What follows belongs to an exercise in optimizing a design on an open flow for small area and a short achievable clock period; a production flow would make more cautious choices.
In this exercise RTL edits were held to simulation tests only and were not proved equivalent to the original.
Power figures rest on the tool's default switching activity, not on a simulated workload.

== run A ==
==> flow/design.v (excerpt) <==
module systolic_array (
    input  wire         clk,
    input  wire         rst_n,
    input  wire [47:0]  act_flat,
    input  wire [47:0]  wei_flat,
    input  wire         pipeline_en,
    input  wire         reg_clear,
    input  wire         cell_en,
    input  wire         cscan_en,
    input  wire [1:0]   Thres,
    output wire         cell_out,
    output wire [431:0] MAC_out_flat
);
Size: roughly 13000 cells after synthesis, about 540 I/O pins.
clock: 7.5 ns
lec_check: 0
cap_margin: 20
core_margin: 2
core_utilization: 45
place_density: 0.6
setup_slack_margin: 4.4
slew_margin: 20
run.sh (not shown) runs the stock make flow with config.mk's settings and CLKGATE_MAP_FILE= SYNTH_SCRIPT=/design/flow/synth_recipe.tcl, a recipe that flattens the netlist after the stock synthesis.
Run A did not stop at any stage, and its layout met the timing, DRC and antenna checks.
Setup changes, run A to run B
- SETUP_SLACK_MARGIN: 4.4 -> 4.2
[summary]
Run B ends up with lower highest achievable clock rate than run A does. Share of the cycle needed by the critical path after routing was lower in the run labelled run A. Going from run A to run B, worst setup slack fell 27 ps; share of total power in the clock network rose 0.7 points; clock skew about even; number of non-clock buffers fell about 35%. Relative to run A, core utilization has decreased by 1.8 points in run B. Total length of routed met3 wires: higher on run A.
> inputs changed (run B -> run C)
- PLACE_DENSITY changed from 0.6 to 0.75
- CORE_UTILIZATION changed from 45 to 60
Across run C and run B, none had a timing, DRC or antenna violation. Delta (run C minus run B): final core area utilization shows an increase of 16 points; post-synthesis to final-layout area growth shows a reduction of 1.6 points; combinational share of power shows an increase of 0.9 points; die area shows a reduction of 25%. The detailed-route wire length on metal 1 in run C was lower than what run B gave. Run B reports its destination of the critical timing path as g_row[1].g_col[0].pe.mac[14]$_DFFE_PN0P_ while run C reports g_row[0].g_col[0].pe.mac[15]$_DFFE_PN0P_. Routed wire length ends up lower on run C. Of the two candidates, run B has the better setup slack and run C the worse one. Later-pin clock latency in the skew report | run C below run B.


Setup of rev 12:
systolic_array, a different RTL version from the one above (not shown whole).
Size: about 15,000 cells after synthesis, roughly 140,000 um2 of cells after synthesis.
make LEC_CHECK=0 ABC_CLOCK_PERIOD_IN_PS=3000 CAP_MARGIN=20 CORE_MARGIN=2 CORE_UTILIZATION=45 PLACE_DENSITY=0.6 SETUP_SLACK_MARGIN=4.3 SLEW_MARGIN=20 finish   # period 7.5 ns
Changes in rev 13 relative to rev 12:
# rev 12
export LEC_CHECK = 0
export ABC_CLOCK_PERIOD_IN_PS = 3000
export CAP_MARGIN = 20
export CORE_MARGIN = 2
export CORE_UTILIZATION = 45
export PLACE_DENSITY = 0.6
export SETUP_SLACK_MARGIN = 4.3
export SLEW_MARGIN = 20
create_clock -name core_clock -period 7.5 [get_ports {clk}]
# rev 13
export LEC_CHECK = 0
export CAP_MARGIN = 20
export CORE_MARGIN = 2
export CORE_UTILIZATION = 45
export PLACE_DENSITY = 0.6
export SLEW_MARGIN = 20
create_clock -name core_clock -period 7.5 [get_ports {clk}]
==> comparison <==
- In the reports for rev 12 and rev 13, the larger period utilization belongs to rev 13.
- Compared with rev 12, in rev 13 fraction of standard cell area that is sequential rose 5.0 points; total wire length lost about 14%; time the final worst path needs with I/O delays and setup saw an increase; worst setup margin moved down.
- Compared with rev 12, in rev 13 signed area change from the synthesized netlist to the final layout fell 22 points, post-route cell area -17%, all-layer global routing usage down 3.2 points, via count went down 13,700.


## run 1
Another version of the RTL of systolic_array (not shown whole).
Size in the first run: about 13000 cells after synthesis, ~2100 flip-flops, about 140000 um^2 of cells after synthesis.
// systolic_array
module systolic_array (
    input  wire         clk,
    input  wire         rst_n,
    input  wire [47:0]  act_flat,
    input  wire [47:0]  wei_flat,
    input  wire         pipeline_en,
    input  wire         reg_clear,
    input  wire         cell_en,
    input  wire         cscan_en,
    input  wire [1:0]   Thres,
    output wire         cell_out,
    output wire [431:0] MAC_out_flat
);
Settings: LEC_CHECK=0, CAP_MARGIN=20, CORE_MARGIN=2, CORE_UTILIZATION=45, CTS_CLUSTER_DIAMETER=60, CTS_CLUSTER_SIZE=30, PLACE_DENSITY=0.6, SETUP_SLACK_MARGIN=4.3, SLEW_MARGIN=20; clock period 7.5 ns.
Run 1 reached the final stage; the timing, DRC and antenna checks on its layout passed.
The inputs of run 2 differ from those of run 1 as listed below.
# run 1
export LEC_CHECK = 0
export CAP_MARGIN = 20
export CORE_MARGIN = 2
export CORE_UTILIZATION = 45
export CTS_CLUSTER_DIAMETER = 60
export CTS_CLUSTER_SIZE = 30
export PLACE_DENSITY = 0.6
export SETUP_SLACK_MARGIN = 4.3
export SLEW_MARGIN = 20
create_clock -name core_clock -period 7.5 [get_ports {clk}]
# run 2
export LEC_CHECK = 0
export CAP_MARGIN = 20
export CORE_MARGIN = 2
export CORE_UTILIZATION = 45
export PLACE_DENSITY = 0.6
export SETUP_SLACK_MARGIN = 4.3
export SLEW_MARGIN = 20
create_clock -name core_clock -period 7.5 [get_ports {clk}]
Notes after the runs:
- Run 2 -> run 1: number of port buffers delta 0, exact match
- Looking at startpoint of the worst setup timing path, the g_row[1].g_col[0].pe.wei[0]$_DFFE_PP_ result is from run 2; the g_row[1].g_col[1].pe.wei[14]$_DFFE_PP_ one comes from run 1.
- Routed wire length delta (run 1 -> run 2): insignificant
- Going from run 1 to run 2, initial antenna violation count went up by 3.4%; count of nets after finishing now sits at about the same level; worst max-slew margin expressed relative to the limit moved up; wire length of the first global-routing pass shows no meaningful change.
- Run 2 vs run 1, growth of design area from synthesis to finish went up by 0.42 points.
- Setup slack: run 2 less than run 1
- Est. power | run 2 vs run 1 | run 2 higher
- Final core utilization: run 2 vs run 1 up 0.19 points
## Diff of input files: run 3 against run 2
# run 2
export LEC_CHECK = 0
export CAP_MARGIN = 20
export CORE_MARGIN = 2
export CORE_UTILIZATION = 45
export PLACE_DENSITY = 0.6
export SETUP_SLACK_MARGIN = 4.3
export SLEW_MARGIN = 20
create_clock -name core_clock -period 7.5 [get_ports {clk}]
# run 3
export LEC_CHECK = 0
export CAP_MARGIN = 20
export CORE_MARGIN = 2
export CORE_UTILIZATION = 45
export CTS_CLUSTER_DIAMETER = 80
export CTS_CLUSTER_SIZE = 30
export PLACE_DENSITY = 0.6
export SETUP_SLACK_MARGIN = 4.3
export SLEW_MARGIN = 20
create_clock -name core_clock -period 7.5 [get_ports {clk}]
[summary]
Between run 3 and run 2, wire length is higher for run 2, run 3 comes in under that. Summary — part of the power in the clock network, run 3 relative to run 2: lower, by 8.1 points. Run 2 → run 3: fraction of area in clock buffers and inverters fell by 2.0 points; leakage power went down by 0.0013 uW. Cell count: lower on run 3. First-pass GRT wire length went down slightly going from run 2 to run 3. Run 3 vs. run 2: worst setup margin climbed 20 ps; final non-filler cell area down 3100 um^2; share of the core filled with cells has decreased. Run 3 ends up with higher sequential share of layout area than run 2 does. Relative to run 2, the total power draw measured on run 3 has decreased by more than 10%.
Input changes introduced in run 4 (baseline for comparison: run 3):
# run 3
export LEC_CHECK = 0
export CAP_MARGIN = 20
export CORE_MARGIN = 2
export CORE_UTILIZATION = 45
export CTS_CLUSTER_DIAMETER = 80
export CTS_CLUSTER_SIZE = 30
export PLACE_DENSITY = 0.6
export SETUP_SLACK_MARGIN = 4.3
export SLEW_MARGIN = 20
create_clock -name core_clock -period 7.5 [get_ports {clk}]
# run 4
export LEC_CHECK = 0
export CAP_MARGIN = 20
export CORE_MARGIN = 2
export CORE_UTILIZATION = 45
export CTS_CLUSTER_DIAMETER = 60
export CTS_CLUSTER_SIZE = 30
export PLACE_DENSITY = 0.6
export SETUP_SLACK_MARGIN = 4.4
export SLEW_MARGIN = 20
create_clock -name core_clock -period 7.5 [get_ports {clk}]
- Run 4 finished end to end and its layout was clean on timing, DRC and antenna.
- Routed wire length on met2 delta for run 4 relative to run 3: 920 um higher
- Run 3 vs run 4, highest-delay cell along the critical path: edfxtp_1 vs clkdlybuf4s50_1
- Looking at final cycle utilization of the critical path, run 4 sits 0.89 points below run 3.
- Compared with run 3, in run 4 total routing usage reported by global routing climbed 0.27 points; final cell area excluding filler cells climbed 2.8%; peak ir drop on the vdd network climbed 26%.
- Comparing buffer count excluding the clock tree in the final layout for run 3 and run 4, the smaller number came from run 3.

[port drivers added, routing unchanged]
The flow's constraints put no driver on any port. The routed layouts listed below were extracted and timed again, unchanged, in two steps.
Step 1: set_driving_cell puts a clkbuf_16 on clk and a buf_2 on each other input, an assumption about the parent block.
Step 2 adds t to the input delays and takes it off the output delays; t is the mean of the earliest and latest rising clock arrival at the registers after step 1. Input paths then give back, and output paths get back, about the clock's delay inside the block.
a / b / c = ideal / step 1 / step 2; a / b = the first two.
run | t, ns | setup WS [ns] | worst setup path after step 2
run A | 1.028 | 4.218 / 4.218 / 3.422 | input to register
run B | 1.022 | 4.191 / 4.116 / 3.221 | input to register
run C | 0.980 | 4.130 / 4.130 / 3.218 | input to register
rev 12 | 1.015 | 3.470 / 3.470 / 3.130 | input to register
rev 13 | 0.989 | 2.734 / 2.734 / 2.078 | input to register
run 1 | 1.011 | 4.330 / 4.235 / 3.373 | input to register
run 2 | 1.006 | 4.297 / 4.247 / 3.364 | input to register
run 3 | 0.985 | 4.316 / 4.216 / 3.302 | input to register
run 4 | 1.008 | 4.383 / 4.308 / 3.379 | input to register
After both steps every run listed still meets setup and hold. For run 3, which loses most, drivers alone change the setup slack by -0.100 ns; drivers and shift together by -1.014 ns.
